This design comes from an exercise in tuning for small area and a short achievable clock period on the open sky130 flow, not from production work.
The RTL was checked by simulation tests, not by an equivalence proof against the original design.
In run 7 the design's own scripts or RTL, not TritonCTS, make the clock network.
No driver is modelled on the clock port, so clock power and skew are understated where the tree is cut down; a real chip needs a root buffer or a tree.
Power figures rest on the tool's default switching activity, not on a simulated workload.

$ cat config.mk
export PLATFORM = sky130hd
export DESIGN_NAME = FIFO_DPRAM
export DESIGN_NICKNAME = FIFO_DPRAM
export VERILOG_FILES = /design/flow/design.v
export SDC_FILE = /design/flow/constraint.sdc
export NUM_CORES = 4
export LEC_CHECK = 0
export CAP_MARGIN = 20
export CORE_MARGIN = 2
export CORE_UTILIZATION = 35
export CTS_CLUSTER_SIZE = 30
export SLEW_MARGIN = 20
export SYNTH_HIERARCHICAL = 1
export SYNTH_MINIMUM_KEEP_SIZE = 0
$ cat constraint.sdc
create_clock -name core_clock -period 8.0 [get_ports {clk}]
set_input_delay 1.6000 -clock core_clock [delete_from_list [all_inputs] [get_ports {clk}]]
set_output_delay 1.6000 -clock core_clock [all_outputs]
set_load 0.01 [all_outputs]
$ cat design.v
`timescale 1ns / 1ps
module DualPortRAM #(
   parameter      DATA_W   = 16,
   parameter      ADDR_W   = 6,
   parameter      MEM_SIZE = 64
)(
   input  wire    clk,
   input  wire    i_wr_en,
   input  wire    i_rd_en,
   input  wire[ADDR_W-1:0] i_wr_addr,
   input  wire[ADDR_W-1:0] i_rd_addr,
   input  wire[DATA_W-1:0] i_data,
   input  wire[DATA_W-1:0] i_byp_data,
   output wire[DATA_W-1:0] o_data
);
localparam NGRP = MEM_SIZE / 3;
localparam NLEFT = MEM_SIZE - 3*NGRP;
wire [DATA_W*MEM_SIZE-1:0] memory;
wire [MEM_SIZE-1:0]        rd_sel;
wire [DATA_W*(NGRP+1)-1:0] grp_n;
genvar k, b;
generate
   for (k = 0; k < MEM_SIZE; k = k + 1) begin : g_word
      wire we = i_wr_en && (i_wr_addr == k);
      MemWord #(.DATA_W(DATA_W)) u_word (
         .clk(clk),
         .i_we(we),
         .i_keep(!we),
         .i_data(i_data),
         .o_data(memory[k*DATA_W +: DATA_W])
      );
      assign rd_sel[k] = i_rd_en && (i_rd_addr == k);
   end
   for (k = 0; k < NGRP; k = k + 1) begin : g_rd
      RdSel3 #(.DATA_W(DATA_W)) u_sel (
         .i_sel0(rd_sel[3*k]),
         .i_sel1(rd_sel[3*k+1]),
         .i_sel2(rd_sel[3*k+2]),
         .i_data0(memory[(3*k)*DATA_W +: DATA_W]),
         .i_data1(memory[(3*k+1)*DATA_W +: DATA_W]),
         .i_data2(memory[(3*k+2)*DATA_W +: DATA_W]),
         .o_data_n(grp_n[k*DATA_W +: DATA_W])
      );
   end
   if (NLEFT == 1) begin : g_last
      RdSel2 #(.DATA_W(DATA_W)) u_sel (
         .i_sel0(rd_sel[MEM_SIZE-1]),
         .i_sel1(!i_rd_en),
         .i_data0(memory[(MEM_SIZE-1)*DATA_W +: DATA_W]),
         .i_data1(i_byp_data),
         .o_data_n(grp_n[NGRP*DATA_W +: DATA_W])
      );
   end
   else begin : g_last
      RdSel3 #(.DATA_W(DATA_W)) u_sel (
         .i_sel0(rd_sel[MEM_SIZE-2]),
         .i_sel1(rd_sel[MEM_SIZE-1]),
         .i_sel2(!i_rd_en),
         .i_data0(memory[(MEM_SIZE-2)*DATA_W +: DATA_W]),
         .i_data1(memory[(MEM_SIZE-1)*DATA_W +: DATA_W]),
         .i_data2(i_byp_data),
         .o_data_n(grp_n[NGRP*DATA_W +: DATA_W])
      );
   end
   for (b = 0; b < DATA_W; b = b + 1) begin : g_or
      wire [NGRP:0] terms;
      for (k = 0; k <= NGRP; k = k + 1) begin : g_t
         assign terms[k] = grp_n[k*DATA_W + b];
      end
      assign o_data[b] = !(&terms);
   end
endgenerate
endmodule
module MemWord #(
   parameter      DATA_W   = 16
)(
   input  wire    clk,
   input  wire    i_we,
   input  wire    i_keep,
   input  wire[DATA_W-1:0] i_data,
   output reg [DATA_W-1:0] o_data
);
always @(posedge clk) begin
   o_data <= (i_data & {DATA_W{i_we}}) | (o_data & {DATA_W{i_keep}});
end
endmodule
module RdSel3 #(
   parameter      DATA_W   = 16
)(
   input  wire    i_sel0,
   input  wire    i_sel1,
   input  wire    i_sel2,
   input  wire[DATA_W-1:0] i_data0,
   input  wire[DATA_W-1:0] i_data1,
   input  wire[DATA_W-1:0] i_data2,
   output wire[DATA_W-1:0] o_data_n
);
assign o_data_n = ~((i_data0 & {DATA_W{i_sel0}}) |
                    (i_data1 & {DATA_W{i_sel1}}) |
                    (i_data2 & {DATA_W{i_sel2}}));
endmodule
module RdSel2 #(
   parameter      DATA_W   = 16
)(
   input  wire    i_sel0,
   input  wire    i_sel1,
   input  wire[DATA_W-1:0] i_data0,
   input  wire[DATA_W-1:0] i_data1,
   output wire[DATA_W-1:0] o_data_n
);
assign o_data_n = ~((i_data0 & {DATA_W{i_sel0}}) |
                    (i_data1 & {DATA_W{i_sel1}}));
endmodule
`timescale 1ns / 1ps
module FIFO_DPRAM #(
   parameter      DATA_W      = 16,
   parameter      FIFO_DEPTH  = 64
)(
   input  wire    clk,
   input  wire    rst,
   input  wire    i_wr_en,
   input  wire    i_rd_en,
   output wire    o_empty,
   output wire    o_full,
   input  wire[DATA_W-1:0] i_data,
   output wire[DATA_W-1:0] o_data
);
localparam ADDR_W = $clog2(FIFO_DEPTH);
reg[ADDR_W-1:0] wr_ptr;
reg[ADDR_W-1:0] rd_ptr;
reg empty;
reg full;
reg[DATA_W-1:0] data_out;
wire[DATA_W-1:0] ram_data;
wire wr_acc;
wire rd_acc;
wire inc;
wire dec;
wire one;
wire almost_full;
wire empty_nxt;
wire full_nxt;
assign o_data  = data_out;
assign wr_acc  = i_wr_en && !full;
assign rd_acc  = i_rd_en && (!empty || i_wr_en);
assign inc     = wr_acc && !rd_acc;
assign dec     = rd_acc && !wr_acc;
assign one         = (wr_ptr == rd_ptr + 1'b1);
assign almost_full = (rd_ptr == wr_ptr + 1'b1);
assign empty_nxt   = inc ? 1'b0 : dec ? one : empty;
assign full_nxt    = dec ? 1'b0 : inc ? almost_full : full;
always @(posedge clk or negedge rst) begin
   if (!rst) begin
      wr_ptr            <= {ADDR_W{1'b0}};
      rd_ptr            <= {ADDR_W{1'b0}};
      full              <= 1'b0;
      empty             <= 1'b1;
   end
   else begin
      if (wr_acc)
         wr_ptr         <= wr_ptr + 1'b1;
      if (rd_acc)
         rd_ptr         <= rd_ptr + 1'b1;
      empty             <= empty_nxt;
      full              <= full_nxt;
   end
end
FlagReg FlagReg (
   .clk(clk),
   .rst(rst),
   .i_empty(empty_nxt),
   .i_full(full_nxt),
   .o_empty(o_empty),
   .o_full(o_full)
);
always @(posedge clk) begin
   data_out <= ram_data;
end
DualPortRAM #(
   .DATA_W(DATA_W),
   .ADDR_W(ADDR_W),
   .MEM_SIZE(FIFO_DEPTH))
DualPortRAM (
   .clk(clk),
   .i_wr_en(!full),
   .i_rd_en(!empty),
   .i_wr_addr(wr_ptr),
   .i_rd_addr(rd_ptr),
   .i_data(i_data),
   .i_byp_data(i_data),
   .o_data(ram_data)
);
endmodule
module FlagReg (
   input  wire    clk,
   input  wire    rst,
   input  wire    i_empty,
   input  wire    i_full,
   output reg     o_empty,
   output reg     o_full
);
always @(posedge clk or negedge rst) begin
   if (!rst) begin
      o_empty           <= 1'b1;
      o_full            <= 1'b0;
   end
   else begin
      o_empty           <= i_empty;
      o_full            <= i_full;
   end
end
endmodule
$ cat run.sh
#!/bin/bash
# synth_recipe.tcl (not shown) runs the flow's synth.tcl, then flattens the netlist and writes it again
# the make line also repeats each setting of config.mk as NAME=value (left out here)
make -C /OpenROAD-flow-scripts/flow DESIGN_CONFIG=/design/flow/config.mk WORK_HOME=/design/flow/orfs CLKGATE_MAP_FILE= SYNTH_SCRIPT=/design/flow/synth_recipe.tcl finish
==> flow_summary.yaml, run 1 <==
run_status:
  status: "complete, no violations"
synth:
  netlist_area_sq_um: 39800
  synth-seq-cells: 1056
  synth_common_cells: "dfxtp_1 (1040), a22o_1 (1024), a222oi_1 (336), buf_6 (305), nor2_1 (142)"
  ys_async_sr_fraction: 0.0152
  synth-simple-area-share: 0.0520
  synth_mux_area_frac: 0.000817
  synth_fa_ha_area_frac: 0.000628
  yosysMostFrequentCell: "dfxtp_1"
  synth_top_family_by_area: "compound AO/OA/AOI/OAI gates"
  syn_nets: 3265
  ys_types: 55
  yosys.area.top_type: "dfxtp_1"
  ys_warn_count: 9
  synth-compound-area-share: 0.317
  syn_area_per_cell_sq_um: 12.3
  synthFlopType: "dfxtp_1"
  synth_enable_flop_cells: 0
  synth_top_area_frac: 0.523
  synthTopCellsByArea: "dfxtp_1 (52%), a22o_1 (23%), buf_6 (8.6%)"
  syn_inst: 3243
  yosysSeqAreaShare: 0.533
  synth-xor-area-share: 0.00418
placement:
  globalplace.congestion: 0.983
  hpwl_um: 88700
  port_buffers: 37
  pre_cts_ws_ps: 3960
  placed_area_sq_um: 39400
sta:
  setup-violations-final: 0
  fin_tns_setup_ps: 0
  fin_hold_ws_ps: 467
  grt_setup_unrepaired: "no"
  max_slew_margin: 0.248
  hold_viol: 0
  fin_ws_ps: 3760
  period_needed_ps: 4240
  max_freq_mhz: 236
  tightest_slew_ps: 1120
  drv_slew: 0
  finalCritPeriodShare: 0.530
  fin_worst_skew_ps: 32.1
clock_tree:
  hold_buffers: 0
  clk_pin_slew_ps: 60
  ctsResizeCount: 0
  cts_tree: "done"
  clockRootBuffer: "clkbuf_16"
  cts_buffer_depth: 3
  cts.sinks: 1056
  cts_setup_buffers: 0
  insertion_delay_ps: 700
  cts_max_level: 3
  cts_buffers: 106
floorplanning:
  rows: 123
  die_width_um: 341
  core-area_sq_um: 113000
  die_height_um: 341
  pin_count: 38
  start_util: 0.354
  die-area_sq_um: 117000
finish:
  drive_above_1_share: 0.110
  nNetsFinal: 3200
  syn_to_final_growth_pct: 7.83
  filler_cell_count: 10900
  fin_area_sq_um: 43000
global_routing:
  grt_usage: 0.226
  grt_pass1_wl_um: 201000
  grt-ovfl-total: 0
  grt_start_max_net_pins: 66
  antenna_found_initial: 1
  first_global_vias: 28200
power:
  powerDensity_nw_per_um2: 408
  cellLeakagePower_uw: 0.0168
  peakVddDrop_uv: 184
detailed_routing:
  drc: 0
  drt-pass1-iter-count: 12
  drt_wl_total_um: 138000
  vias: 30400
  via_per_inst: 6.39
  wire_per_inst_um: 28.9
  antenna_left: 0
  drt_iter0_drc: 5395
worst_setup_path:
  cp.arrival_ps: 4770
  reg2reg_from: "empty"
  r2r-end: "data_out[6]"
  worst_ep_required_time_ps: 8530
  r2r_cells: 8
  r2r_slack_ps: 3760
  path_max_fanout: 17
  cp-start-kind: "flop"
  critPathCaptureType: "flop"
  crit_type: "reg -> reg"
min_path:
  worst_hold_path_type: "reg -> reg"
  hp-start: "DualPortRAM.g_word[61].u_word.o_data[10]"
  hold_depth: 1
  hold_end: "DualPortRAM.g_word[61].u_word.o_data[10]"
flow_run:
  maxCapViolations: 0
## power breakdown
part / switching [uW] / leakage (uW) / internal [uW]
Combinational: 2040 / 0.00631 / 1840
Clock: 2170 / 0.00174 / 2870
Sequential: 1310 / 0.00875 / 7300
Total: 5530 / 0.0168 / 12000
## metrics by stage
stage                util  instances  power, uW
finish              0.381       4761      17500
global route        0.381       4760      18200
CTS                 0.381       4759      17500
detailed placement  0.350       4569      12400
global placement    0.350       4568      12400
floorplan               -       3243      11200
## final cells by class
type | instances | area [sq um] | share of cell area
flip-flops and latches | 1056 | 21200 | 0.494
multi-input cells | 1829 | 14900 | 0.348
clock buffers | 147 | 3020 | 0.0702
well taps | 1500 | 1880 | 0.0437
repair buffers | 176 | 1370 | 0.0319
clock inverters | 43 | 493 | 0.0115
inverters | 9 | 33.8 | 0.000787
diodes | 1 | 2.50 | 0.0000583
## Yosys stat by module, one instance, submodules excluded, a selection
| module | flops+latches | cell area (sq um) | times used |
|---|---|---|---|
| FlagReg | 2 | 51.3 | 1 |
| FIFO_DPRAM | 30 | 1270 | 1 |
## worst max-delay path by stage
stage          cells after the start  slack (ps)    start              end
2_1_floorplan                      4        5450  i_wr_en  FlagReg.o_empty
3_3_place_gp                       8        3920    empty      data_out[6]
3_5_place_dp                       8        3960    empty      data_out[6]
4_1_cts                            8        3950    empty      data_out[6]
5_1_grt                            8        3780    empty      data_out[1]
6_report                           8        3760    empty      data_out[6]
## worst max-delay path: stages, from the launching register on
cell	delay, ps
dfstp_2	550
inv_1	100
inv_2	400
or3_1	580
nor2_1	420
a222oi_1	630
nand4_1	290
nor4_1	900
nand4_1	220
## metal layers
metal / wire length [um] / track usage / share of wire
met5: 0 / 0 / 0
met4: 5460 / 0.0874 / 0.040
met3: 13300 / 0.0419 / 0.097
met2: 58800 / 0.327 / 0.43
met1: 60000 / 0.330 / 0.44
## state kept, by name, indices dropped and copies added, names as in the netlist
| name | flops |
|---|---|
| DualPortRAM.g_word.u_word.o_data | 1024 |
| data_out | 16 |
| rd_ptr | 6 |
| wr_ptr | 6 |
| FlagReg.o_empty | 1 |
| FlagReg.o_full | 1 |
| empty | 1 |
| full | 1 |
## cells in the final DEF (no fill, tap or decap), drive strengths merged, types with 8 or more instances in the layout
cell,synthesis,layout
clkinv,0,29
xnor2,13,13
nor2b,10,10
nor2,142,142
nor3,8,8
nand2,92,92
and4,16,16
a22oi,18,18
nand3,18,18
inv,9,13
clkdlybuf4s50,0,20
nor4,19,19
a22o,1024,1024
a222oi,336,336
dfrtp,14,14
dfxtp,1040,1040
clkbuf,8,147
nand4,85,85
buf,341,156
## cell families (layout without fill, tap and decap cells)
logic type      Yosys count  count (layout)
buf+inv                 358             375
mux                       3               3
xor+xnor                 19              19
compound gates         1390            1390
other cells               0               1
fa+ha+maj                 2               2
flops                  1056            1056
simple gates            415             415
==> run 2: changes to the inputs <==
--- a/config.mk
+++ b/config.mk
@@ -10,4 +10,5 @@
 export CORE_UTILIZATION = 35
 export CTS_CLUSTER_SIZE = 30
+export SETUP_SLACK_MARGIN = 5
 export SLEW_MARGIN = 20
 export SYNTH_HIERARCHICAL = 1
==> run 2 against run 1 <==
Still clean. Die area unchanged. Wire length increased by 2.3%. Sequential cell count unchanged. Via count rose by 2.2%. Non-clock buffer count rose by 92. Critical path depth is 3 higher. Final cell count up 2.0%. Synthesized area is the same. Critical endpoint is now data_out[1]. Highest routed layer unchanged.
==> flow_summary.yaml, run 2 <==
floorplanning:
  die_width_um: 341
  start_util: 0.354
  pin_count: 38
  die_height_um: 341
  rows: 123
  die-area_sq_um: 117000
  core-area_sq_um: 113000
worst_setup_path:
  r2r_slack_ps: 4790
  critical_path.top_delay_family: "simple AND/OR/NAND/NOR gates"
  critPathCaptureType: "flop"
  critPathSlowestCell: "a222oi_1"
  r2r-end: "data_out[1]"
  reg2reg_from: "empty"
  cp.arrival_ps: 3760
  cp-start-kind: "flop"
  worstSetupStartpoint: "empty"
  crit_type: "reg -> reg"
  crit_chain: "clkinvlp_4 > nand3b_1 > buf_12 > buf_12 > nor2_4 > buf_6 > buf_4 > a222oi_1 > nand4_1 > nor4_4 > nand4_1"
  worst_ep_required_time_ps: 8550
  worst-path-buf-inv: 5
  path_max_fanout: 7
  r2r_cells: 11
  slowest_delay_ps: 580
synth:
  synth_fa_ha_area_frac: 0.000628
  synthTopCellsByArea: "dfxtp_1 (52%), a22o_1 (23%), buf_6 (8.6%)"
  ys_warn_count: 9
  synth-seq-cells: 1056
  synth_top_area_frac: 0.523
  synth_mux_area_frac: 0.000817
  synth-simple-area-share: 0.0520
  ys_types: 55
  syn_area_per_cell_sq_um: 12.3
  syn_nets: 3265
  synth_top_family_by_area: "compound AO/OA/AOI/OAI gates"
  synth-xor-area-share: 0.00418
  ys_async_sr_fraction: 0.0152
  synth_common_cells: "dfxtp_1 (1040), a22o_1 (1024), a222oi_1 (336), buf_6 (305), nor2_1 (142)"
  yosys.area.top_type: "dfxtp_1"
  yosysSeqAreaShare: 0.533
  synth_enable_flop_cells: 0
  synth-compound-area-share: 0.317
  netlist_area_sq_um: 39800
  synthFlopType: "dfxtp_1"
  yosysMostFrequentCell: "dfxtp_1"
  syn_inst: 3243
global_routing:
  grt-ovfl-total: 0
  grt_usage: 0.229
  antenna_found_initial: 1
  globalRouteMet1Util: 0.330
  grt_use_met2: 0.331
  use_met3: 0.0478
  first_global_vias: 28500
  grt_pass1_wl_um: 203000
  grt_start_max_net_pins: 66
  grt-busiest-layer: "met2"
power:
  cellLeakagePower_uw: 0.0174
  peakVddDrop_uv: 183
  powerDensity_nw_per_um2: 408
finish:
  nNetsFinal: 3295
  seq_area_sq_um: 21300
  drive_above_1_share: 0.154
  final_common_cell: "dfxtp_1"
  top_regs: "DualPortRAM.g_word.u_word.o_data: 1024 flops, data_out: 16 flops"
  antenna_cells: 0
  largest_reg_flops: 1024
  multi_input_area_sq_um: 15300
  final_cell_mix: "dfxtp_1 (1028), a22o_1 (1024), a222oi_1 (336)"
  filler_cell_count: 10800
  top_register: "DualPortRAM.g_word.u_word.o_data"
  syn_to_final_growth_pct: 11.0
sta:
  hold_viol: 0
  grt_setup_unrepaired: "yes"
  fin_tns_setup_ps: 0
  max_freq_mhz: 311
  drv_slew: 0
  finalCritPeriodShare: 0.401
  setup-violations-final: 0
  fin_worst_skew_ps: 31.5
  period_needed_ps: 3210
  max_slew_margin: 0.235
  tightest_slew_ps: 1140
  fin_hold_ws_ps: 468
placement:
  port_buffers: 37
  hpwl_um: 88700
  globalplace.congestion: 0.983
detailed_routing:
  antenna_left: 0
  via_per_inst: 6.40
  drt-pass1-iter-count: 10
  wire_per_inst_um: 29.0
  drt_iter0_drc: 5513
  drt_wl_total_um: 141000
  drc: 0
  vias: 31100
clock_tree:
  cts_max_level: 3
  cts_tree: "done"
  insertion_delay_ps: 710
  cts.sinks: 1056
  hold_buffers: 0
  cts_buffers: 106
  clk_pin_slew_ps: 60
  cts_buffer_depth: 3
  clockRootBuffer: "clkbuf_16"
run_status:
  status: "complete, no violations"
min_path:
  hold_end: "DualPortRAM.g_word[31].u_word.o_data[3]"
  hold_depth: 1
  hp-start: "DualPortRAM.g_word[31].u_word.o_data[3]"
  worst_hold_path_type: "reg -> reg"
flow_run:
  maxCapViolations: 0
[run 2: cell counts after synthesis]
No cell type changed its count.
[run 2: where the power goes]
| part | switching (uW) | internal [uW] |
|---|---|---|
| Clock | 2180 | 2870 |
| Sequential | 1300 | 7310 |
| Combinational | 2250 | 2110 |
| Total | 5730 | 12300 |
[run 2: logic make-up (layout without fill, tap and decap cells)]
family	count (synthesis)	in the layout
compound gates	1390	1390
buf+inv	358	467
xor+xnor	19	19
flops	1056	1056
mux	3	3
simple gates	415	418
fa+ha+maj	2	2
[run 2: routing by layer]
| metal | part of all wire | routed length, um | up-vias |
|---|---|---|---|
| met1 | 0.44 | 61600 | 15600 |
| met5 | 0 | 0 | - |
| met4 | 0.041 | 5720 | 0 |
| met3 | 0.095 | 13400 | 282 |
| li1 | - | - | 13400 |
| met2 | 0.43 | 60000 | 1831 |
[run 2: area by class of cell]
class / count / area share
Timing Repair Buffer: 268 / 0.0505
Sequential cell: 1056 / 0.481
Tap cell: 1500 / 0.0425
Clock buffer: 147 / 0.0683
Multi-Input combinational cell: 1832 / 0.346
Inverter: 9 / 0.00105
Clock inverter: 43 / 0.0112
[run 2: how the worst max path moves through the flow]
stage | endpoint | slack [ps] | cells after the start
2_1_floorplan | FlagReg.o_empty | 5450 | 4
3_3_place_gp | data_out[6] | 3920 | 8
3_5_place_dp | data_out[6] | 3960 | 8
4_1_cts | data_out[6] | 4900 | 9
5_1_grt | data_out[14] | 4800 | 10
6_report | data_out[1] | 4790 | 11
[run 2: Yosys stat by module (local to each module, per instance), excerpt]
module | area [sq um] | flops+latches | cells | copies in the design
FIFO_DPRAM | 1270 | 30 | 113 | 1
FlagReg | 51.3 | 2 | 2 | 1
[run 2: what timing repair did]
| action | in CTS | in global routing |
|---|---|---|
| buffers inserted | 49 | 38 |
| resized for setup | 106 | 59 |
| pin swaps | 48 | 80 |
| hold endpoints to repair | 0 | 0 |
| cloned | 2 | 7 |
| setup endpoints to repair | 101 | 226 |
[run 2: per-stage QoR]
stage | instances | util | power (uW) | setup WS, ps | area [sq um]
2_1_floorplan | 3243 | - | 11200 | 5450 | 39800
3_3_place_gp | 4568 | 0.350 | 12400 | 3920 | 39400
3_5_place_dp | 4569 | 0.350 | 12400 | 3960 | 39400
4_1_cts | 4810 | 0.387 | 17700 | 4900 | 43600
5_1_grt | 4855 | 0.392 | 18700 | 4800 | 44200
6_report | 4855 | 0.392 | 18000 | 4790 | 44200
==> run 3: changes to the inputs <==
--- a/design.v
+++ b/design.v
@@ -2,16 +2,19 @@
 module DualPortRAM #(
    parameter      DATA_W   = 16,
-   parameter      ADDR_W   = 6,
-   parameter      MEM_SIZE = 64
+   parameter      LO_N     = 8,
+   parameter      HI_N     = 8
 )(
    input  wire    clk,
    input  wire    i_wr_en,
    input  wire    i_rd_en,
-   input  wire[ADDR_W-1:0] i_wr_addr,
-   input  wire[ADDR_W-1:0] i_rd_addr,
+   input  wire[LO_N-1:0] i_wr_lo,
+   input  wire[HI_N-1:0] i_wr_hi,
+   input  wire[LO_N-1:0] i_rd_lo,
+   input  wire[HI_N-1:0] i_rd_hi,
    input  wire[DATA_W-1:0] i_data,
    input  wire[DATA_W-1:0] i_byp_data,
    output wire[DATA_W-1:0] o_data
 );
+localparam MEM_SIZE = LO_N * HI_N;
 localparam NGRP = MEM_SIZE / 3;
 localparam NLEFT = MEM_SIZE - 3*NGRP;
@@ -22,5 +25,5 @@
 generate
    for (k = 0; k < MEM_SIZE; k = k + 1) begin : g_word
-      wire we = i_wr_en && (i_wr_addr == k);
+      wire we = i_wr_en && i_wr_hi[k / LO_N] && i_wr_lo[k % LO_N];
       MemWord #(.DATA_W(DATA_W)) u_word (
          .clk(clk),
@@ -30,5 +33,5 @@
          .o_data(memory[k*DATA_W +: DATA_W])
       );
-      assign rd_sel[k] = i_rd_en && (i_rd_addr == k);
+      assign rd_sel[k] = i_rd_en && i_rd_hi[k / LO_N] && i_rd_lo[k % LO_N];
    end
    for (k = 0; k < NGRP; k = k + 1) begin : g_rd
@@ -126,8 +129,11 @@
    output wire[DATA_W-1:0] o_data
 );
-localparam ADDR_W = $clog2(FIFO_DEPTH);
-reg[ADDR_W-1:0] wr_ptr;
-reg[ADDR_W-1:0] rd_ptr;
-reg empty;
+localparam LO_N = 8;
+localparam HI_N = FIFO_DEPTH / LO_N;
+reg [LO_N-1:0] wr_lo;
+reg [HI_N-1:0] wr_hi;
+reg [LO_N-1:0] rd_lo;
+reg [HI_N-1:0] rd_hi;
+reg not_empty;
 reg full;
 reg[DATA_W-1:0] data_out;
@@ -139,28 +145,41 @@
 wire one;
 wire almost_full;
-wire empty_nxt;
+wire not_empty_nxt;
 wire full_nxt;
-assign o_data  = data_out;
 assign wr_acc  = i_wr_en && !full;
-assign rd_acc  = i_rd_en && (!empty || i_wr_en);
+assign rd_acc  = i_rd_en && (not_empty || i_wr_en);
 assign inc     = wr_acc && !rd_acc;
 assign dec     = rd_acc && !wr_acc;
-assign one         = (wr_ptr == rd_ptr + 1'b1);
-assign almost_full = (rd_ptr == wr_ptr + 1'b1);
-assign empty_nxt   = inc ? 1'b0 : dec ? one : empty;
-assign full_nxt    = dec ? 1'b0 : inc ? almost_full : full;
+function [LO_N-1:0] rot_lo(input [LO_N-1:0] v);
+   rot_lo = {v[LO_N-2:0], v[LO_N-1]};
+endfunction
+function [HI_N-1:0] rot_hi(input [HI_N-1:0] v);
+   rot_hi = {v[HI_N-2:0], v[HI_N-1]};
+endfunction
+assign one         = (|(wr_lo & rot_lo(rd_lo))) &&
+                     (rd_lo[LO_N-1] ? |(wr_hi & rot_hi(rd_hi)) : |(wr_hi & rd_hi));
+assign almost_full = (|(rd_lo & rot_lo(wr_lo))) &&
+                     (wr_lo[LO_N-1] ? |(rd_hi & rot_hi(wr_hi)) : |(rd_hi & wr_hi));
+assign not_empty_nxt = inc ? 1'b1 : dec ? !one : not_empty;
+assign full_nxt      = dec ? 1'b0 : inc ? almost_full : full;
 always @(posedge clk or negedge rst) begin
    if (!rst) begin
-      wr_ptr            <= {ADDR_W{1'b0}};
-      rd_ptr            <= {ADDR_W{1'b0}};
+      wr_lo             <= {{(LO_N-1){1'b0}}, 1'b1};
+      wr_hi             <= {{(HI_N-1){1'b0}}, 1'b1};
+      rd_lo             <= {{(LO_N-1){1'b0}}, 1'b1};
+      rd_hi             <= {{(HI_N-1){1'b0}}, 1'b1};
+      not_empty         <= 1'b0;
       full              <= 1'b0;
-      empty             <= 1'b1;
    end
    else begin
       if (wr_acc)
-         wr_ptr         <= wr_ptr + 1'b1;
+         wr_lo          <= rot_lo(wr_lo);
+      if (wr_acc && wr_lo[LO_N-1])
+         wr_hi          <= rot_hi(wr_hi);
       if (rd_acc)
-         rd_ptr         <= rd_ptr + 1'b1;
-      empty             <= empty_nxt;
+         rd_lo          <= rot_lo(rd_lo);
+      if (rd_acc && rd_lo[LO_N-1])
+         rd_hi          <= rot_hi(rd_hi);
+      not_empty         <= not_empty_nxt;
       full              <= full_nxt;
    end
@@ -169,5 +188,5 @@
    .clk(clk),
    .rst(rst),
-   .i_empty(empty_nxt),
+   .i_not_empty(not_empty_nxt),
    .i_full(full_nxt),
    .o_empty(o_empty),
@@ -177,14 +196,17 @@
    data_out <= ram_data;
 end
+assign o_data = data_out;
 DualPortRAM #(
    .DATA_W(DATA_W),
-   .ADDR_W(ADDR_W),
-   .MEM_SIZE(FIFO_DEPTH))
+   .LO_N(LO_N),
+   .HI_N(HI_N))
 DualPortRAM (
    .clk(clk),
    .i_wr_en(!full),
-   .i_rd_en(!empty),
-   .i_wr_addr(wr_ptr),
-   .i_rd_addr(rd_ptr),
+   .i_rd_en(not_empty),
+   .i_wr_lo(wr_lo),
+   .i_wr_hi(wr_hi),
+   .i_rd_lo(rd_lo),
+   .i_rd_hi(rd_hi),
    .i_data(i_data),
    .i_byp_data(i_data),
@@ -195,18 +217,22 @@
    input  wire    clk,
    input  wire    rst,
-   input  wire    i_empty,
+   input  wire    i_not_empty,
    input  wire    i_full,
-   output reg     o_empty,
-   output reg     o_full
-);
+   output wire    o_empty,
+   output wire    o_full
+);
+reg not_empty;
+reg full;
 always @(posedge clk or negedge rst) begin
    if (!rst) begin
-      o_empty           <= 1'b1;
-      o_full            <= 1'b0;
+      not_empty         <= 1'b0;
+      full              <= 1'b0;
    end
    else begin
-      o_empty           <= i_empty;
-      o_full            <= i_full;
-   end
-end
-endmodule
+      not_empty         <= i_not_empty;
+      full              <= i_full;
+   end
+end
+assign o_empty = !not_empty;
+assign o_full  = full;
+endmodule
==> run 3 against run 2 <==
Global-route usage down 1.1 points. Die area rose by 1.2%. Still clean on timing, DRC and antenna. Highest routed layer is now met5. Total power is 40% lower.
==> flow_summary.yaml, run 3 <==
run_status:
  status: "complete, no violations"
floorplanning:
  pin_count: 38
  rows: 124
  die_width_um: 343
  core-area_sq_um: 114000
  die_height_um: 343
  die-area_sq_um: 118000
  start_util: 0.353
clock_tree:
  hold_buffers: 0
  cts.sinks: 1076
  cts_max_level: 3
  clockRootBuffer: "clkbuf_16"
  cts_buffer_depth: 3
  cts_buffers: 105
  cts_tree: "done"
  insertion_delay_ps: 690
  clk_pin_slew_ps: 70
synth:
  synth_top_area_frac: 0.516
  syn_area_per_cell_sq_um: 12.5
  synth-seq-cells: 1076
  synth_enable_flop_cells: 0
  syn_inst: 3216
  syn_nets: 3236
  yosysSeqAreaShare: 0.539
  synthFlopType: "dfxtp_1"
  ys_warn_count: 9
  ys_async_sr_fraction: 0.0335
  synth_common_cells: "dfxtp_1 (1040), a22o_1 (1025), a222oi_1 (337), buf_6 (319), nand2_1 (112)"
  ys_types: 35
  synthTopCellsByArea: "dfxtp_1 (52%), a22o_1 (22%), buf_6 (8.9%)"
  yosysMostFrequentCell: "dfxtp_1"
  yosys.area.top_type: "dfxtp_1"
  netlist_area_sq_um: 40300
sta:
  max_slew_margin: 0.171
  fin_tns_setup_ps: 0
  setup-violations-final: 0
  period_needed_ps: 3070
  grt_setup_unrepaired: "no"
  drv_slew: 0
  fin_ws_ps: 4930
  max_freq_mhz: 326
  hold_viol: 0
  fin_worst_skew_ps: 28.3
  tightest_slew_ps: 1240
  finalCritPeriodShare: 0.383
finish:
  final_cells: 4659
  top_regs: "DualPortRAM.g_word.u_word.o_data: 1024 flops, data_out: 16 flops"
  final_common_cell: "dfxtp_1"
  drive_above_1_share: 0.104
  syn_to_final_growth_pct: 6.50
  final_cell_mix: "dfxtp_1 (1027), a22o_1 (1025), a222oi_1 (337)"
  largest_reg_flops: 1024
  nNetsFinal: 3077
  top_register: "DualPortRAM.g_word.u_word.o_data"
power:
  swShare: 0.217
  powerDensity_nw_per_um2: 251
  seq_power_share: 0.499
  peakVddDrop_uv: 202
  cellLeakagePower_uw: 0.0166
  p_comb_frac: 0.019
  switchingPower_uw: 2350
  intPower_uw: 8440
  pwr-share-clk: 0.482
detailed_routing:
  drt-pass1-iter-count: 12
  drc: 0
  drt_wl_total_um: 134000
  via_per_inst: 6.46
  vias: 30100
  antenna_left: 0
  wire_per_inst_um: 28.7
  drt_iter0_drc: 5155
flow_run:
  maxCapViolations: 0
global_routing:
  grt_usage: 0.217
  grt-ovfl-total: 0
  grt_pass1_wl_um: 195000
  first_global_vias: 27900
  antenna_found_initial: 5
  grt_start_max_net_pins: 66
worst_setup_path:
  worst_ep_required_time_ps: 8520
  r2r_cells: 5
  path_max_fanout: 16
  critPathCaptureType: "flop"
  critPathSlowestCell: "dfrtp_1"
  r2r-end: "data_out[1]"
  r2r_slack_ps: 4930
  cp-start-kind: "flop"
  slowest_delay_ps: 730
  crit_chain: "and3_4 > a222oi_1 > nand4_1 > nor4_2 > nand4_1"
  cp.arrival_ps: 3590
  reg2reg_from: "rd_hi[4]"
  crit_type: "reg -> reg"
  crit_top_cell: "nand4_1"
placement:
  hpwl_um: 80800
  pre_cts_ws_ps: 4520
  port_buffers: 37
  globalplace.congestion: 0.929
  placedCellCount: 4462
min_path:
  hold_end: "DualPortRAM.g_word[35].u_word.o_data[10]"
  worst_hold_path_type: "reg -> reg"
  hold_depth: 1
  hp-start: "DualPortRAM.g_word[35].u_word.o_data[10]"
[run 3: cell count changes in the layout (fill, tap and decap cells not counted), moves of 15 or more]
cell and change:
a22oi_1 +15, and3_1 +40, and3_2 +15, buf_4 -140, buf_6 -35, dfrtp_1 +21
inv_1 +62, nand2_1 +24, nor2_1 -119, nor2_2 -17
[run 3: through the flow]
| step | instance area, sq um | utilization | hold slack, ps | power, uW |
|---|---|---|---|---|
| after floorplan | 40300 | - | 439 | 5530 |
| after global placement | 39100 | 0.342 | 451 | 5700 |
| after detailed placement | 39100 | 0.342 | 452 | 5700 |
| after CTS | 42900 | 0.375 | 472 | 10800 |
| after global routing | 42900 | 0.376 | 475 | 11100 |
| final | 42900 | 0.376 | 470 | 10800 |
[run 3: cells by family (layout without fill, tap and decap cells)]
kind of cell    after synthesis  in the layout  share of synthesized area
compound gates             1402           1402                      0.315
fa+ha+maj                     1              1                   0.000279
buf+inv                     416            345                     0.0994
flops                      1076           1076                      0.539
mux                          16             16                    0.00447
other cells                   0              2                          0
simple gates                305            305                     0.0420
[run 3: per-module statistics from Yosys (local to each module, per instance), excerpt]
module / flops+latches / cells / area (sq um) / copies in the design
FIFO_DPRAM: 50 / 154 / 1850 / 1
FlagReg: 2 / 3 / 53.8 / 1
[run 3: how the worst max path moves through the flow]
stage	from	end	slack (ps)
final	rd_hi[4]	data_out[1]	4930
after global placement	not_empty	data_out[2]	4590
after floorplan	i_wr_en	FlagReg.not_empty	5480
after detailed placement	not_empty	data_out[2]	4520
after global routing	data_out[15]	o_data[15]	5010
after CTS	not_empty	data_out[2]	4950
[run 3: cell type report]
type / count / area [sq um]
Timing Repair Buffer: 82 / 652
Sequential cell: 1076 / 21800
Clock inverter: 33 / 450
Antenna cell: 2 / 5.00
Tap cell: 1512 / 1890
Multi-Input combinational cell: 1724 / 14700
Clock buffer: 162 / 3190
Fill cell: 10900 / 71400
Inverter: 68 / 255
[run 3: per-layer routing]
metal | global-route usage | vias to the layer above | part of all wire
li1 | - | 12900 | -
met1 | 0.320 | 15100 | 0.44
met2 | 0.306 | 1801 | 0.41
met3 | 0.0421 | 303 | 0.099
met4 | 0.0938 | 4 | 0.047
met5 | 0 | - | 0.00022
[run 3: worst max-delay path: cells and delay by family (launching register included)]
family           cells  cell delay [ps]
AO/OA/AOI/OAI        1              520
AND/OR/NAND/NOR      4             1660
flip-flops           1              730
[run 3: power by group through the flow]
stage                     Sequential [uW]  Combinational (uW)  Clock [uW]
after floorplan                      5490                36.1           0
after global placement               5500                 201           0
after detailed placement             5500                 202           0
after CTS                            5380                 201        5240
after global routing                 5380                 212        5470
final                                5380                 205        5200
[run 3: repair_timing]
| item | 4_1_cts | 5_1_grt |
|---|---|---|
| pin swaps | 11 | 13 |
| setup endpoints to repair | 34 | 17 |
| hold endpoints to repair | 0 | 0 |
| setup buffers | 0 | 0 |
| gates resized for setup | 66 | 25 |
==> run 4: changes to the inputs <==
--- a/config.mk
+++ b/config.mk
@@ -8,6 +8,8 @@
 export CAP_MARGIN = 20
 export CORE_MARGIN = 2
-export CORE_UTILIZATION = 35
-export CTS_CLUSTER_SIZE = 30
+export CORE_UTILIZATION = 55
+export CTS_BUF_LIST = sky130_fd_sc_hd__clkbuf_16
+export CTS_CLUSTER_DIAMETER = 60
+export CTS_CLUSTER_SIZE = 28
 export SETUP_SLACK_MARGIN = 5
 export SLEW_MARGIN = 20
==> run 4 against run 3 <==
Synthesized cell count did not move. Clock skew rose by 2.9 ps. First-iteration DRC count rose by 3.5%. Sequential cell count did not move.
==> flow_summary.yaml, run 4 <==
synth:
  yosys.area.top_type: "dfxtp_1"
  synth_enable_flop_cells: 0
  netlist_area_sq_um: 40300
  synth-seq-cells: 1076
  yosysSeqAreaShare: 0.539
  syn_inst: 3216
  synth_common_cells: "dfxtp_1 (1040), a22o_1 (1025), a222oi_1 (337), buf_6 (319), nand2_1 (112)"
  synthTopCellsByArea: "dfxtp_1 (52%), a22o_1 (22%), buf_6 (8.9%)"
  yosysMostFrequentCell: "dfxtp_1"
  syn_area_per_cell_sq_um: 12.5
  syn_nets: 3236
  ys_async_sr_fraction: 0.0335
  synth_top_area_frac: 0.516
  synthFlopType: "dfxtp_1"
  ys_warn_count: 9
  ys_types: 35
detailed_routing:
  drc: 0
  via_per_inst: 7.49
  vias: 30500
  wire_per_inst_um: 32.8
  drt_iter0_drc: 5333
  drt-pass1-iter-count: 10
  drt_wl_total_um: 134000
  antenna_left: 0
global_routing:
  grt_start_max_net_pins: 66
  grt_usage: 0.343
  antenna_found_initial: 4
  first_global_vias: 28700
  grt-ovfl-total: 0
  grt_pass1_wl_um: 197000
floorplanning:
  pin_count: 38
  start_util: 0.554
  die_width_um: 275
  rows: 99
  core-area_sq_um: 72800
  die-area_sq_um: 75500
  die_height_um: 275
finish:
  final_core_util: 0.569
  top_regs: "DualPortRAM.g_word.u_word.o_data: 1024 flops, data_out: 16 flops"
  seq_area_sq_um: 21700
  final_cell_mix: "dfxtp_1 (1035), a22o_1 (1025), a222oi_1 (337)"
  multi_input_area_sq_um: 14800
  top_register: "DualPortRAM.g_word.u_word.o_data"
  largest_reg_flops: 1024
  final_common_cell: "dfxtp_1"
  drive_above_1_share: 0.0950
  nNetsFinal: 3085
  filler_cell_count: 6019
  syn_to_final_growth_pct: 2.75
clock_tree:
  cts.sinks: 1076
  clk_pin_slew_ps: 90
  cts_max_level: 3
  cts_tree: "done"
  cts_buffers: 68
  hold_buffers: 0
  cts_buffer_depth: 3
  insertion_delay_ps: 640
  clockRootBuffer: "clkbuf_16"
placement:
  hpwl_um: 81900
  pre_cts_ws_ps: 4310
  globalplace.congestion: 0.935
  port_buffers: 37
flow_run:
  maxCapViolations: 0
worst_setup_path:
  critical_path.top_delay_family: "simple AND/OR/NAND/NOR gates"
  cp.arrival_ps: 3720
  worst-path-buf-inv: 3
  critPathCaptureType: "flop"
  crit_chain: "buf_6 > buf_16 > and3_1 > buf_4 > a222oi_1 > nand4_1 > nor4_2 > nand4_1"
  path_max_fanout: 16
  crit_top_cell: "nand4_1"
  slowest_delay_ps: 720
  critPathSlowestCell: "a222oi_1"
  cp-start-kind: "flop"
  worst_ep_required_time_ps: 8500
  crit_type: "reg -> reg"
power:
  power_uw: 9480
  peakVddDrop_uv: 194
  powerDensity_nw_per_um2: 229
  cellLeakagePower_uw: 0.0163
sta:
  tightest_slew_ps: 1150
  fin_hold_ws_ps: 475
  fin_tns_setup_ps: 0
  drv_slew: 0
  period_needed_ps: 3220
  max_freq_mhz: 311
  fin_ws_ps: 4780
  setup-violations-final: 0
  fin_worst_skew_ps: 31.2
  hold_viol: 0
  grt_setup_unrepaired: "yes"
  finalCritPeriodShare: 0.402
  max_slew_margin: 0.233
run_status:
  status: "complete, no violations"
min_path:
  worst_hold_path_type: "reg -> reg"
==> run 4: cell counts after synthesis <==
No cell type changed its count.
==> run 4: final cells by class <==
class	instances	area share
Sequential cell	1076	0.525
Timing Repair Buffer	126	0.0272
Antenna cell	1	0.0000604
Multi-Input combinational cell	1725	0.356
Clock buffer	73	0.0441
Inverter	68	0.00616
Tap cell	959	0.0290
Clock inverter	49	0.0125
==> run 4: worst reg2reg max path: stages, from the launching register on <==
cell	delay, ps
dfrtp_2	470
buf_6	160
buf_16	140
and3_1	170
buf_4	210
a222oi_1	740
nand4_1	460
nor4_2	590
nand4_1	160
==> run 4: logic make-up (layout without fill, tap and decap cells) <==
family	Yosys count	in the layout	share of synthesized area
buffers and inverters	416	316	0.0994
and+or+nand+nor	305	306	0.0420
DFF	1076	1076	0.539
muxes	16	16	0.00447
other	0	1	0
adders and majority gates	1	1	0.000279
AOI/OAI and AO/OA	1402	1402	0.315
==> run 4: Yosys stat by module, one instance, submodules excluded, a selection <==
| module | area (sq um) | copies in the design |
|---|---|---|
| FlagReg | 53.8 | 1 |
| FIFO_DPRAM | 1850 | 1 |
==> run 4: where the power goes <==
part           leakage, uW  switching (uW)  internal (uW)
registers          0.00885            8.46           5360
logic              0.00625             179           48.7
clock network      0.00115            2000           1890
==> run 4: what timing repair did <==
| item | CTS | global route |
|---|---|---|
| resized for setup | 76 | 5 |
| cloned | 3 | 3 |
| setup buffers | 8 | 9 |
| hold endpoints to repair | 0 | 0 |
| pin swaps | 12 | 15 |
| endpoints found under the setup margin | 33 | 8 |
==> run 4: worst paths after layout <==
kind / from / to / slack [ps] / cells past startpoint
max in group asynchronous: rst / rd_lo[5] / 6350 / 1
hold / removal: DualPortRAM.g_word[47].u_word.o_data[11] / DualPortRAM.g_word[47].u_word.o_data[11] / 470 / 1
min in group asynchronous: rst / wr_lo[1] / 1060 / 1
hold reg to reg: DualPortRAM.g_word[47].u_word.o_data[11] / DualPortRAM.g_word[47].u_word.o_data[11] / 470 / 1
setup / recovery: not_empty / data_out[9] / 4780 / 8
setup reg to reg: not_empty / data_out[9] / 4780 / 8
==> run 4: metrics by stage <==
| step | cell area (sq um) | instances |
|---|---|---|
| finish | 41400 | 4077 |
| global route | 41400 | 4076 |
| CTS | 41300 | 4064 |
| detailed placement | 38600 | 3931 |
| global placement | 38600 | 3931 |
| floorplan | 40300 | 3216 |
==> run 4: routing by layer <==
layer | share of wire | vias to the layer above | GRT usage
met4 | 0.042 | 6 | 0.131
li1 | - | 12900 | -
met1 | 0.42 | 15600 | 0.489
met3 | 0.096 | 289 | 0.0615
met5 | 0.0014 | - | 0
met2 | 0.44 | 1805 | 0.519
==> run 5: changes to the inputs <==
==> flow/run.sh (new file) <==
#!/bin/bash
# Layout flow: the standard ORFS flow (standard.sh), with a tighter
# setup-repair target and a clock tree of larger sink clusters.
set -euo pipefail
bash standard.sh \
  SETUP_SLACK_MARGIN=5.3 \
  "CTS_ARGS=-sink_clustering_enable -repair_clock_nets -buf_list sky130_fd_sc_hd__clkbuf_16 -sink_clustering_size 24 -sink_clustering_max_diameter 70" \
  finish > orfs_flow.log 2>&1
==> standard.sh (new file) <==
#!/bin/bash
# synth_recipe.tcl (not shown) runs the flow's synth.tcl, then flattens the netlist and writes it again
# the make line also repeats each setting of config.mk as NAME=value (left out here)
make -C /OpenROAD-flow-scripts/flow DESIGN_CONFIG=/design/flow/config.mk WORK_HOME=/design/flow/orfs CLKGATE_MAP_FILE= SYNTH_SCRIPT=/design/flow/synth_recipe.tcl "${@:-finish}"
--- a/config.mk
+++ b/config.mk
@@ -9,8 +9,4 @@
 export CORE_MARGIN = 2
 export CORE_UTILIZATION = 55
-export CTS_BUF_LIST = sky130_fd_sc_hd__clkbuf_16
-export CTS_CLUSTER_DIAMETER = 60
-export CTS_CLUSTER_SIZE = 28
-export SETUP_SLACK_MARGIN = 5
 export SLEW_MARGIN = 20
 export SYNTH_HIERARCHICAL = 1
removed: run.sh
==> run 5 against run 4 <==
Still clean on timing, DRC and antenna. Critical path depth shrank 1. Die area is the same. Combinational power grew 3%. Largest cell class unchanged. Clock-buffer cell count shrank 18.
==> flow_summary.yaml, run 5 <==
run_status:
  status: "complete, no violations"
sta:
  max_slew_margin: 0.240
  finalCritPeriodShare: 0.373
  grt_setup_unrepaired: "yes"
  period_needed_ps: 2980
  tightest_slew_ps: 1140
  fin_ws_ps: 5020
  max_freq_mhz: 335
  fin_worst_skew_ps: 46.4
  hold_viol: 0
  drv_slew: 0
  setup-violations-final: 0
  fin_tns_setup_ps: 0
min_path:
  hold_depth: 1
  hp-start: "DualPortRAM.g_word[23].u_word.o_data[0]"
  worst_hold_path_type: "reg -> reg"
  hold_end: "DualPortRAM.g_word[23].u_word.o_data[0]"
floorplanning:
  rows: 99
  core-area_sq_um: 72800
  die-area_sq_um: 75500
  start_util: 0.554
  die_width_um: 275
  pin_count: 38
  die_height_um: 275
global_routing:
  grt_usage: 0.343
  first_global_vias: 28800
  grt-ovfl-total: 0
  grt_pass1_wl_um: 197000
  antenna_found_initial: 3
  grt_start_max_net_pins: 66
synth:
  yosysMostFrequentCell: "dfxtp_1"
  synthTopCellsByArea: "dfxtp_1 (52%), a22o_1 (22%), buf_6 (8.9%)"
  syn_area_per_cell_sq_um: 12.5
  synth_common_cells: "dfxtp_1 (1040), a22o_1 (1025), a222oi_1 (337), buf_6 (319), nand2_1 (112)"
  ys_async_sr_fraction: 0.0335
  synthFlopType: "dfxtp_1"
  synth_fa_ha_area_frac: 0.000279
  yosysSeqAreaShare: 0.539
  synth_mux_area_frac: 0.00447
  syn_nets: 3236
  synth-simple-area-share: 0.0420
  synth-xor-area-share: 0
  synth-seq-cells: 1076
  synth-compound-area-share: 0.315
  netlist_area_sq_um: 40300
  synth_top_area_frac: 0.516
  yosys.area.top_type: "dfxtp_1"
  ys_warn_count: 9
  ys_types: 35
  syn_inst: 3216
  synth_enable_flop_cells: 0
  synth_top_family_by_area: "compound AO/OA/AOI/OAI gates"
detailed_routing:
  drc: 0
  drt-pass1-iter-count: 10
  vias: 30600
  antenna_left: 0
  drt_wl_total_um: 135000
  drt_iter0_drc: 5672
  via_per_inst: 7.50
  wire_per_inst_um: 33.0
worst_setup_path:
  r2r-end: "data_out[13]"
  cp.arrival_ps: 3490
  worst-path-buf-inv: 2
  crit_chain: "buf_4 > and3_4 > buf_8 > a222oi_1 > nand4_1 > nor4_4 > nand4_1"
  slowest_delay_ps: 680
  worst_ep_required_time_ps: 8500
  reg2reg_from: "rd_lo[2]"
  crit_top_cell: "nand4_1"
  critical_path.top_delay_family: "simple AND/OR/NAND/NOR gates"
  crit_cells: 7
  path_max_fanout: 16
  r2r_cells: 7
  critPathSlowestCell: "nor4_4"
  cp-start-kind: "flop"
  critPathCaptureType: "flop"
  r2r_slack_ps: 5020
  crit_type: "reg -> reg"
placement:
  hpwl_um: 81900
  pre_cts_ws_ps: 4310
  globalplace.congestion: 0.935
  port_buffers: 37
clock_tree:
  cts_buffer_depth: 3
  cts_buffers: 54
  clk_pin_slew_ps: 100
  insertion_delay_ps: 680
  cts_tree: "done"
  cts_max_level: 2
  cts.sinks: 1076
  clockRootBuffer: "clkbuf_16"
finish:
  top_register: "DualPortRAM.g_word.u_word.o_data"
  syn_to_final_growth_pct: 2.83
  top_regs: "DualPortRAM.g_word.u_word.o_data: 1024 flops, data_out: 16 flops"
  drive_above_1_share: 0.128
  final_common_cell: "a22o_1"
  nNetsFinal: 3121
  largest_reg_flops: 1024
  final_cell_mix: "a22o_1 (1025), dfxtp_1 (1024), a222oi_1 (337)"
flow_run:
  maxCapViolations: 0
power:
  cellLeakagePower_uw: 0.0160
  peakVddDrop_uv: 252
  powerDensity_nw_per_um2: 211
==> run 5: cell counts after synthesis <==
No cell type changed its count.
==> run 5: worst max path at each step <==
stage | from | end | slack (ps)
3_3_place_gp | not_empty | data_out[13] | 4210
4_1_cts | FlagReg.not_empty | o_empty | 5040
5_1_grt | not_empty | data_out[0] | 5000
6_report | rd_lo[2] | data_out[13] | 5020
2_1_floorplan | i_wr_en | FlagReg.not_empty | 5480
3_5_place_dp | i_data[12] | data_out[12] | 4310
==> run 5: per-layer routing <==
| metal | vias up | GRT usage | wire (um) |
|---|---|---|---|
| met2 | 1963 | 0.517 | 59000 |
| li1 | 12900 | - | - |
| met5 | - | 0 | 9 |
| met1 | 15500 | 0.490 | 55900 |
| met3 | 286 | 0.0596 | 14200 |
| met4 | 2 | 0.134 | 5830 |
==> run 5: per-module statistics from Yosys (local to each module, per instance), a selection <==
module      area, sq um  copies in the design
FlagReg            53.8                     1
FIFO_DPRAM         1850                     1
==> run 5: what timing repair did <==
action,CTS,global route
pin swaps,58,71
cloned,3,7
gates resized for setup,207,68
endpoints found under the setup margin,84,160
buffers inserted,28,35
hold endpoints to repair,0,0
hold buffers,0,0
==> run 5: stage by stage <==
step	total power [uW]	cell area [sq um]	instances	util	hold slack, ps
after floorplan	5530	40300	3216	-	439
after global placement	5690	38600	3931	0.530	451
after detailed placement	5690	38600	3931	0.530	452
after CTS	8730	40900	4043	0.561	479
after global routing	8950	41500	4085	0.569	487
final	8740	41500	4087	0.569	477
==> run 5: cell type report <==
class / count / area [sq um]
fill: 6030 / 31400
sequential: 1076 / 21800
multi-input combinational: 1731 / 15000
timing repair buffer: 170 / 1540
clock buffer: 55 / 1380
tap: 959 / 1200
inverter: 68 / 308
clock inverter: 26 / 213
antenna: 2 / 5.00
==> run 5: report_power, final <==
part           internal (uW)  switching (uW)  total [uW]
Sequential              5360            9.12        5370
Clock                   1330            1810        3140
Combinational           53.3             182         235
Total                   6740            2000        8740
==> run 5: kinds of logic after synthesis <==
group	Yosys count
flip-flops	1076
AND/OR/NAND/NOR	305
adder cells (fa/ha/maj)	1
multiplexers	16
buffers and inverters	416
AO/OA/AOI/OAI	1402
==> run 5: worst register-to-register path: stages, from the launching register on <==
cell and delay [ps]:
dfrtp_1 390, buf_4 180, and3_4 200, buf_8 160, a222oi_1 450, nand4_1 580
nor4_4 680, nand4_1 180
==> run 6: changes to the inputs <==
--- a/flow/run.sh
+++ b/flow/run.sh
@@ -4,5 +4,5 @@
 set -euo pipefail
 bash standard.sh \
-  SETUP_SLACK_MARGIN=5.3 \
+  SETUP_SLACK_MARGIN=5.45 \
   "CTS_ARGS=-sink_clustering_enable -repair_clock_nets -buf_list sky130_fd_sc_hd__clkbuf_16 -sink_clustering_size 24 -sink_clustering_max_diameter 70" \
   finish > orfs_flow.log 2>&1
==> run 6 against run 5 <==
Register-to-register slack lost 40 ps. Clock power is essentially flat. Sequential share of layout area shrank 0.12 points. Clock skew shrank 3.2 ps. Via count shrank 0.33%. Worst hold slack gained 0.67 ps. Maximum frequency shrank 1.4%. Non-clock buffer count shrank 11. Sequential cell count is the same. Total power is essentially flat. Utilization grew 0.13 points. Worst setup slack lost 43 ps.
==> flow_summary.yaml, run 6 <==
sta:
  max_freq_mhz: 330
  drv_slew: 0
  finalCritPeriodShare: 0.378
  fin_hold_ws_ps: 478
  max_slew_margin: 0.236
  fin_ws_ps: 4970
  period_needed_ps: 3030
  tightest_slew_ps: 1150
  fin_tns_setup_ps: 0
  hold_viol: 0
  fin_worst_skew_ps: 43.2
  setup-violations-final: 0
  grt_setup_unrepaired: "yes"
detailed_routing:
  wire_per_inst_um: 33.2
  drt-pass1-iter-count: 12
  vias: 30500
  drt_wl_total_um: 135000
  via_per_inst: 7.49
  antenna_left: 0
  drc: 0
  drt_iter0_drc: 5289
min_path:
  worst_hold_path_type: "reg -> reg"
  hold_depth: 1
synth:
  yosys.area.top_type: "dfxtp_1"
  ys_async_sr_fraction: 0.0335
  synthFlopType: "dfxtp_1"
  synthTopCellsByArea: "dfxtp_1 (52%), a22o_1 (22%), buf_6 (8.9%)"
  syn_nets: 3236
  ys_warn_count: 9
  synth_common_cells: "dfxtp_1 (1040), a22o_1 (1025), a222oi_1 (337), buf_6 (319), nand2_1 (112)"
  ys_types: 35
  syn_area_per_cell_sq_um: 12.5
  synth-seq-cells: 1076
  synth_enable_flop_cells: 0
  netlist_area_sq_um: 40300
  synth_top_area_frac: 0.516
  syn_inst: 3216
  yosysMostFrequentCell: "dfxtp_1"
  yosysSeqAreaShare: 0.539
finish:
  final_cell_mix: "a22o_1 (1025), dfxtp_1 (1024), a222oi_1 (337)"
  fin_area_sq_um: 41600
  filler_cell_count: 6002
  final_common_cell: "a22o_1"
  multi_input_area_sq_um: 15100
  top_register: "DualPortRAM.g_word.u_word.o_data"
  final_core_util: 0.571
  top_regs: "DualPortRAM.g_word.u_word.o_data: 1024 flops, data_out: 16 flops"
  largest_reg_flops: 1024
  drive_above_1_share: 0.139
  nNetsFinal: 3109
  seq_area_sq_um: 21800
  syn_to_final_growth_pct: 3.06
clock_tree:
  cts_tree: "done"
  insertion_delay_ps: 680
  clk_pin_slew_ps: 90
  clockRootBuffer: "clkbuf_16"
  hold_buffers: 0
  cts.sinks: 1076
  cts_max_level: 2
  cts_buffer_depth: 3
  cts_buffers: 54
floorplanning:
  start_util: 0.554
  die_width_um: 275
  pin_count: 38
  die-area_sq_um: 75500
  core-area_sq_um: 72800
  die_height_um: 275
  rows: 99
global_routing:
  grt_use_met2: 0.520
  antenna_found_initial: 5
  use_met3: 0.0654
  grt-busiest-layer: "met2"
  globalRouteMet1Util: 0.490
  grt_pass1_wl_um: 198000
  grt_usage: 0.345
  grt_start_max_net_pins: 66
  grt-ovfl-total: 0
  first_global_vias: 28900
worst_setup_path:
  crit_type: "reg -> reg"
  path_max_fanout: 19
  r2r_cells: 7
  cp.arrival_ps: 3530
  cp-start-kind: "flop"
  worst_ep_required_time_ps: 8500
  critPathCaptureType: "flop"
placement:
  placed_area_sq_um: 38600
  port_buffers: 37
  pre_cts_ws_ps: 4310
  hpwl_um: 81900
  globalplace.congestion: 0.935
power:
  powerDensity_nw_per_um2: 211
  peakVddDrop_uv: 250
  cellLeakagePower_uw: 0.0158
flow_run:
  maxCapViolations: 0
run_status:
  status: "complete, no violations"
## run 6: cell types whose count changed in the layout (fill, tap and decap cells not counted), sizes merged
cell / delta
bufbuf: +1
diode: +1
clkdlybuf4s50: -1
inv: -19
clkbuf: +1
clkinvlp: +19
and3: -1
buf: -13
dlymetal6s2s: +1
## run 6: final cells by class
class                   count  area share
flip-flops and latches   1076       0.524
inverters                  68     0.00912
repair buffers            159      0.0364
multi-input cells        1730       0.363
diodes                      3    0.000181
clock inverters            26     0.00512
well taps                 959      0.0289
clock buffers              55      0.0331
## run 6: final timing paths
path,start,to,slack [ps]
hold / removal,DualPortRAM.g_word[23].u_word.o_data[0],DualPortRAM.g_word[23].u_word.o_data[0],480
max in group asynchronous,rst,rd_hi[2],6390
min in group asynchronous,rst,full,1020
setup / recovery,not_empty,data_out[13],4970
hold reg to reg,DualPortRAM.g_word[23].u_word.o_data[0],DualPortRAM.g_word[23].u_word.o_data[0],480
setup reg to reg,not_empty,data_out[13],4970
## run 6: cells by family after synthesis
| kind of cell | count (synthesis) | share of synthesized area |
|---|---|---|
| AND/OR/NAND/NOR | 305 | 0.0420 |
| flip-flops | 1076 | 0.539 |
| AO/OA/AOI/OAI | 1402 | 0.315 |
| adder cells (fa/ha/maj) | 1 | 0.000279 |
| buffers and inverters | 416 | 0.0994 |
| multiplexers | 16 | 0.00447 |
## run 6: per-module statistics from Yosys, one instance, submodules excluded, a selection
module      area (sq um)  flip-flops and latches  cells
FIFO_DPRAM          1850                      50    154
FlagReg             53.8                       2      3
## run 6: where the power goes
part | internal (uW) | leakage [uW] | total (uW) | switching (uW)
clock network | 1330 | 0.000796 | 3130 | 1800
logic | 61.7 | 0.00618 | 246 | 185
registers | 5360 | 0.00884 | 5370 | 9.80
total | 6750 | 0.0158 | 8750 | 2000
## run 6: per-layer routing
layer  up-vias  share of wire  wire [um]
met5         -        0.00023         31
met4         4          0.044       5950
met3       293           0.11      14400
met2      1908           0.44      59000
met1     15400           0.41      55800
li1      12900              -          -
## run 6: per-stage QoR
step | cells | power [uW]
finish | 4076 | 8750
global placement | 3931 | 5690
detailed placement | 3931 | 5690
floorplan | 3216 | 5530
CTS | 4057 | 8740
global route | 4073 | 8960
## run 6: timing repair
action / CTS / global route
endpoints found under the hold margin: 0 / 0
pin swaps: 71 / 66
resized for setup: 234 / 90
setup buffers: 39 / 10
setup endpoints to repair: 184 / 417
cloned: 6 / 6
## run 6: worst max-delay path: stages, from the launching register on
cell	delay, ps
dfrtp_2	470
buf_12	170
and3_1	160
buf_6	160
a222oi_1	410
nand4_1	590
nor4_4	710
nand4_1	180
==> run 7: changes to the inputs <==
==> flow/run.sh (replaced) <==
#!/bin/bash
# Layout flow: the standard ORFS flow (standard.sh), with a tighter
# setup-repair target and a two-level clock tree built by flow/cts.tcl in
# place of TritonCTS.
set -euo pipefail
bash standard.sh \
  SETUP_SLACK_MARGIN=5.45 \
  PRE_CTS_TCL="$PWD/flow/cts.tcl" \
  finish > orfs_flow.log 2>&1
==> flow/cts.tcl (new file) <==
# Clock tree for this design, built in place of TritonCTS (sourced as
# PRE_CTS_TCL, it replaces the clock_tree_synthesis command that cts.tcl
# calls next). Two buffer levels: the clock port drives NROOT root buffers,
# each root drives the leaf buffers of its part of the die, and each leaf
# drives a compact cluster of about LEAF_N flip-flops. The tree is built the
# same way for every flip-flop; no register is given extra or less delay.

set ::my_cts_leaf_n  [expr {[info exists ::env(FLOW_CTS_LEAF_N)] ? $::env(FLOW_CTS_LEAF_N) : 24}]
set ::my_cts_nroot   [expr {[info exists ::env(FLOW_CTS_NROOT)] ? $::env(FLOW_CTS_NROOT) : 4}]
set ::my_cts_buf     sky130_fd_sc_hd__clkbuf_16

proc my_center {inst} {
  set bb [$inst getBBox]
  return [list [expr {([$bb xMin] + [$bb xMax]) / 2}] [expr {([$bb yMin] + [$bb yMax]) / 2}]]
}

# split items ({x y obj} lists) into groups of about size n: strips along y,
# then runs along x within each strip
proc my_split {items n} {
  set total [llength $items]
  set ngroups [expr {max(1, int(round(double($total) / $n)))}]
  set nstrips [expr {max(1, int(round(sqrt($ngroups))))}]
  set by_y [lsort -real -index 1 $items]
  set groups {}
  set start 0
  set left_groups $ngroups
  for {set s 0} {$s < $nstrips} {incr s} {
    set strips_left [expr {$nstrips - $s}]
    set g_here [expr {int(round(double($left_groups) / $strips_left))}]
    set items_left [expr {$total - $start}]
    set cnt [expr {($s == $nstrips - 1) ? $items_left : int(round(double($items_left) * $g_here / $left_groups))}]
    set strip [lsort -real -index 0 [lrange $by_y $start [expr {$start + $cnt - 1}]]]
    # serpentine is not needed: groups of one strip are runs along x
    set sstart 0
    for {set g 0} {$g < $g_here} {incr g} {
      set gl [expr {$g_here - $g}]
      set c [expr {($g == $g_here - 1) ? ($cnt - $sstart) : int(round(double($cnt - $sstart) / $gl))}]
      lappend groups [lrange $strip $sstart [expr {$sstart + $c - 1}]]
      incr sstart $c
    }
    incr start $cnt
    incr left_groups [expr {-$g_here}]
  }
  return $groups
}

proc my_centroid {group} {
  set sx 0.0; set sy 0.0
  foreach it $group { set sx [expr {$sx + [lindex $it 0]}]; set sy [expr {$sy + [lindex $it 1]}] }
  set n [llength $group]
  return [list [expr {int($sx / $n)}] [expr {int($sy / $n)}]]
}

proc my_make_buf {block master name x y} {
  set inst [odb::dbInst_create $block $master $name]
  set w [[$inst getMaster] getWidth]
  set h [[$inst getMaster] getHeight]
  $inst setLocation [expr {$x - $w / 2}] [expr {$y - $h / 2}]
  $inst setPlacementStatus PLACED
  return $inst
}

proc my_make_net {block name} {
  set net [odb::dbNet_create $block $name]
  $net setSigType CLOCK
  return $net
}

rename clock_tree_synthesis orfs_clock_tree_synthesis
proc clock_tree_synthesis {args} {
  set block [ord::get_db_block]
  set master [[ord::get_db] findMaster $::my_cts_buf]
  set clk_net [[$block findBTerm clk] getNet]
  set sinks {}
  foreach it [$clk_net getITerms] {
    lassign [my_center [$it getInst]] x y
    lappend sinks [list $x $y $it]
  }
  puts "my_cts: [llength $sinks] sinks"
  set leaves {}
  set i 0
  foreach group [my_split $sinks $::my_cts_leaf_n] {
    lassign [my_centroid $group] x y
    set buf [my_make_buf $block $master "clkbuf_leaf_$i" $x $y]
    set net [my_make_net $block "clknet_leaf_$i"]
    [$buf findITerm X] connect $net
    foreach s $group {
      set it [lindex $s 2]
      $it disconnect
      $it connect $net
    }
    lappend leaves [list $x $y $buf]
    incr i
  }
  puts "my_cts: $i leaf buffers"
  set nroot $::my_cts_nroot
  set per [expr {double([llength $leaves]) / $nroot}]
  set j 0
  foreach group [my_split $leaves $per] {
    lassign [my_centroid $group] x y
    set buf [my_make_buf $block $master "clkbuf_root_$j" $x $y]
    set net [my_make_net $block "clknet_root_$j"]
    [$buf findITerm X] connect $net
    [$buf findITerm A] connect $clk_net
    foreach s $group { [[lindex $s 2] findITerm A] connect $net }
    puts "my_cts: root $j drives [llength $group] leaves"
    incr j
  }
  set_propagated_clock [all_clocks]
}
==> run 7 against run 6 <==
Worst hold slack improved by 0.54 ps. Synthesized cell count unchanged. Sequential cell count unchanged. Register-to-register slack improved by 60 ps. Clock power decreased by 12%. Sequential share of layout area increased by 0.70 points. Critical path depth increased by 1. Via count decreased by 0.61%. Still clean on timing, DRC and antenna.
==> flow_summary.yaml, run 7 <==
run_status:
  status: "complete, no violations"
global_routing:
  grt_start_max_net_pins: 66
  antenna_found_initial: 3
  grt-ovfl-total: 0
  grt_pass1_wl_um: 195000
power:
  powerDensity_nw_per_um2: 204
  peakVddDrop_uv: 168
  cellLeakagePower_uw: 0.0156
finish:
  top_register: "DualPortRAM.g_word.u_word.o_data"
  drive_above_1_share: 0.125
  largest_reg_flops: 1024
  final_cell_mix: "dfxtp_1 (1027), a22o_1 (1025), a222oi_1 (337)"
  final_common_cell: "dfxtp_1"
  top_regs: "DualPortRAM.g_word.u_word.o_data: 1024 flops, data_out: 16 flops"
  syn_to_final_growth_pct: 1.65
  nNetsFinal: 3095
detailed_routing:
  drt_iter0_drc: 5024
  drt-pass1-iter-count: 10
  vias: 30400
  wire_per_inst_um: 33.1
  antenna_left: 0
  via_per_inst: 7.53
  drt_wl_total_um: 133000
flow_run:
  maxCapViolations: 0
synth:
  ys_types: 35
  yosysSeqAreaShare: 0.539
  ys_async_sr_fraction: 0.0335
  synth_top_area_frac: 0.516
  netlist_area_sq_um: 40300
  synth_common_cells: "dfxtp_1 (1040), a22o_1 (1025), a222oi_1 (337), buf_6 (319), nand2_1 (112)"
  synthFlopType: "dfxtp_1"
  yosysMostFrequentCell: "dfxtp_1"
  syn_inst: 3216
  syn_area_per_cell_sq_um: 12.5
  synth-seq-cells: 1076
  yosys.area.top_type: "dfxtp_1"
  ys_warn_count: 9
  synthTopCellsByArea: "dfxtp_1 (52%), a22o_1 (22%), buf_6 (8.9%)"
  syn_nets: 3236
sta:
  fin_ws_ps: 5040
  max_slew_margin: 0.229
  hold_viol: 0
  finalCritPeriodShare: 0.370
  tightest_slew_ps: 1160
  max_freq_mhz: 337
  fin_worst_skew_ps: 18.7
  fin_tns_setup_ps: 0
  setup-violations-final: 0
worst_setup_path:
  r2r-end: "data_out[11]"
  slowest_delay_ps: 700
  worst_ep_required_time_ps: 8320
  crit_chain: "buf_4 > buf_16 > and3_1 > buf_6 > a222oi_1 > nand4_1 > nor4_4 > nand4_1"
  critPathCaptureType: "flop"
  worst-path-buf-inv: 3
  crit_type: "reg -> reg"
  reg2reg_from: "not_empty"
  r2r_cells: 8
  cp-start-kind: "flop"
  critPathSlowestCell: "a222oi_1"
min_path:
  hold_end: "DualPortRAM.g_word[8].u_word.o_data[5]"
  hold_depth: 1
  hp-start: "DualPortRAM.g_word[8].u_word.o_data[5]"
  worst_hold_path_type: "reg -> reg"
floorplanning:
  die_height_um: 275
  rows: 99
  die-area_sq_um: 75500
placement:
  port_buffers: 37
  pre_cts_ws_ps: 4310
  hpwl_um: 81900
clock_tree:
  insertion_delay_ps: 440
  clk_pin_slew_ps: 100
[run 7: cell counts after synthesis]
No cell type changed its count.
[run 7: kinds of logic (layout without fill, tap and decap cells)]
kind of cell	count (synthesis)	in the layout	synth area share
AOI/OAI and AO/OA	1402	1402	0.315
DFF	1076	1076	0.539
buffers and inverters	416	273	0.0994
and+or+nand+nor	305	305	0.0420
muxes	16	16	0.00447
adders and majority gates	1	1	0.000279
other	0	1	0
[run 7: Yosys stat by module, one instance, submodules excluded, a selection]
module      flops+latches  area, sq um  times used  cells
FIFO_DPRAM             50         1850           1    154
FlagReg                 2         53.8           1      3
[run 7: timing repair]
item,in CTS,in global routing
endpoints found under the setup margin,176,397
gates cloned,3,1
pin swaps,65,53
buffers inserted,37,11
resized for setup,217,77
[run 7: power by group]
group,internal [uW],switching (uW)
combinational,57.0,182
clock,1100,1640
sequential,5360,8.61
[run 7: area by class of cell]
class,instances,area [sq um]
Antenna cell,1,2.50
Buffer,49,1230
Fill cell,6053,31800
Inverter,68,368
Multi-Input combinational cell,1724,15000
Sequential cell,1076,21800
Tap cell,959,1200
Timing Repair Buffer,156,1440
[run 7: worst max path at each step]
stage / from / to / slack (ps) / cells after the start
after floorplan: i_wr_en / FlagReg.not_empty / 5480 / 4
after global placement: not_empty / data_out[13] / 4210 / 6
after detailed placement: i_data[12] / data_out[12] / 4310 / 6
after CTS: rd_lo[5] / data_out[13] / 5100 / 6
after global routing: rd_hi[5] / data_out[13] / 5060 / 6
final: not_empty / data_out[11] / 5040 / 8
[run 7: through the flow]
stage          instance area, sq um  std cells  utilization  hold WS (ps)  total power [uW]
2_1_floorplan                 40300       3216            -           439              5530
3_3_place_gp                  38600       3931        0.530           451              5690
3_5_place_dp                  38600       3931        0.530           452              5690
4_1_cts                       40600       4020        0.558           480              8330
5_1_grt                       41000       4032        0.563           487              8540
6_report                      41000       4033        0.563           478              8340
[run 7: metal layers]
metal,part of all wire,track usage,vias to the layer above,wire (um)
li1,-,-,12900,-
met1,0.41,0.487,15300,55000
met2,0.44,0.516,1852,58900
met3,0.10,0.0475,295,13300
met4,0.046,0.122,2,6080
met5,0.000097,0,-,13

Check on run 7: ideal ports give 5.036 ns setup slack; a clkbuf_16 on the clock port and buf_2 on the inputs give 5.036 ns; moving port delays by the midpoint clock arrival (0.581 ns) as well gives 4.684 ns.
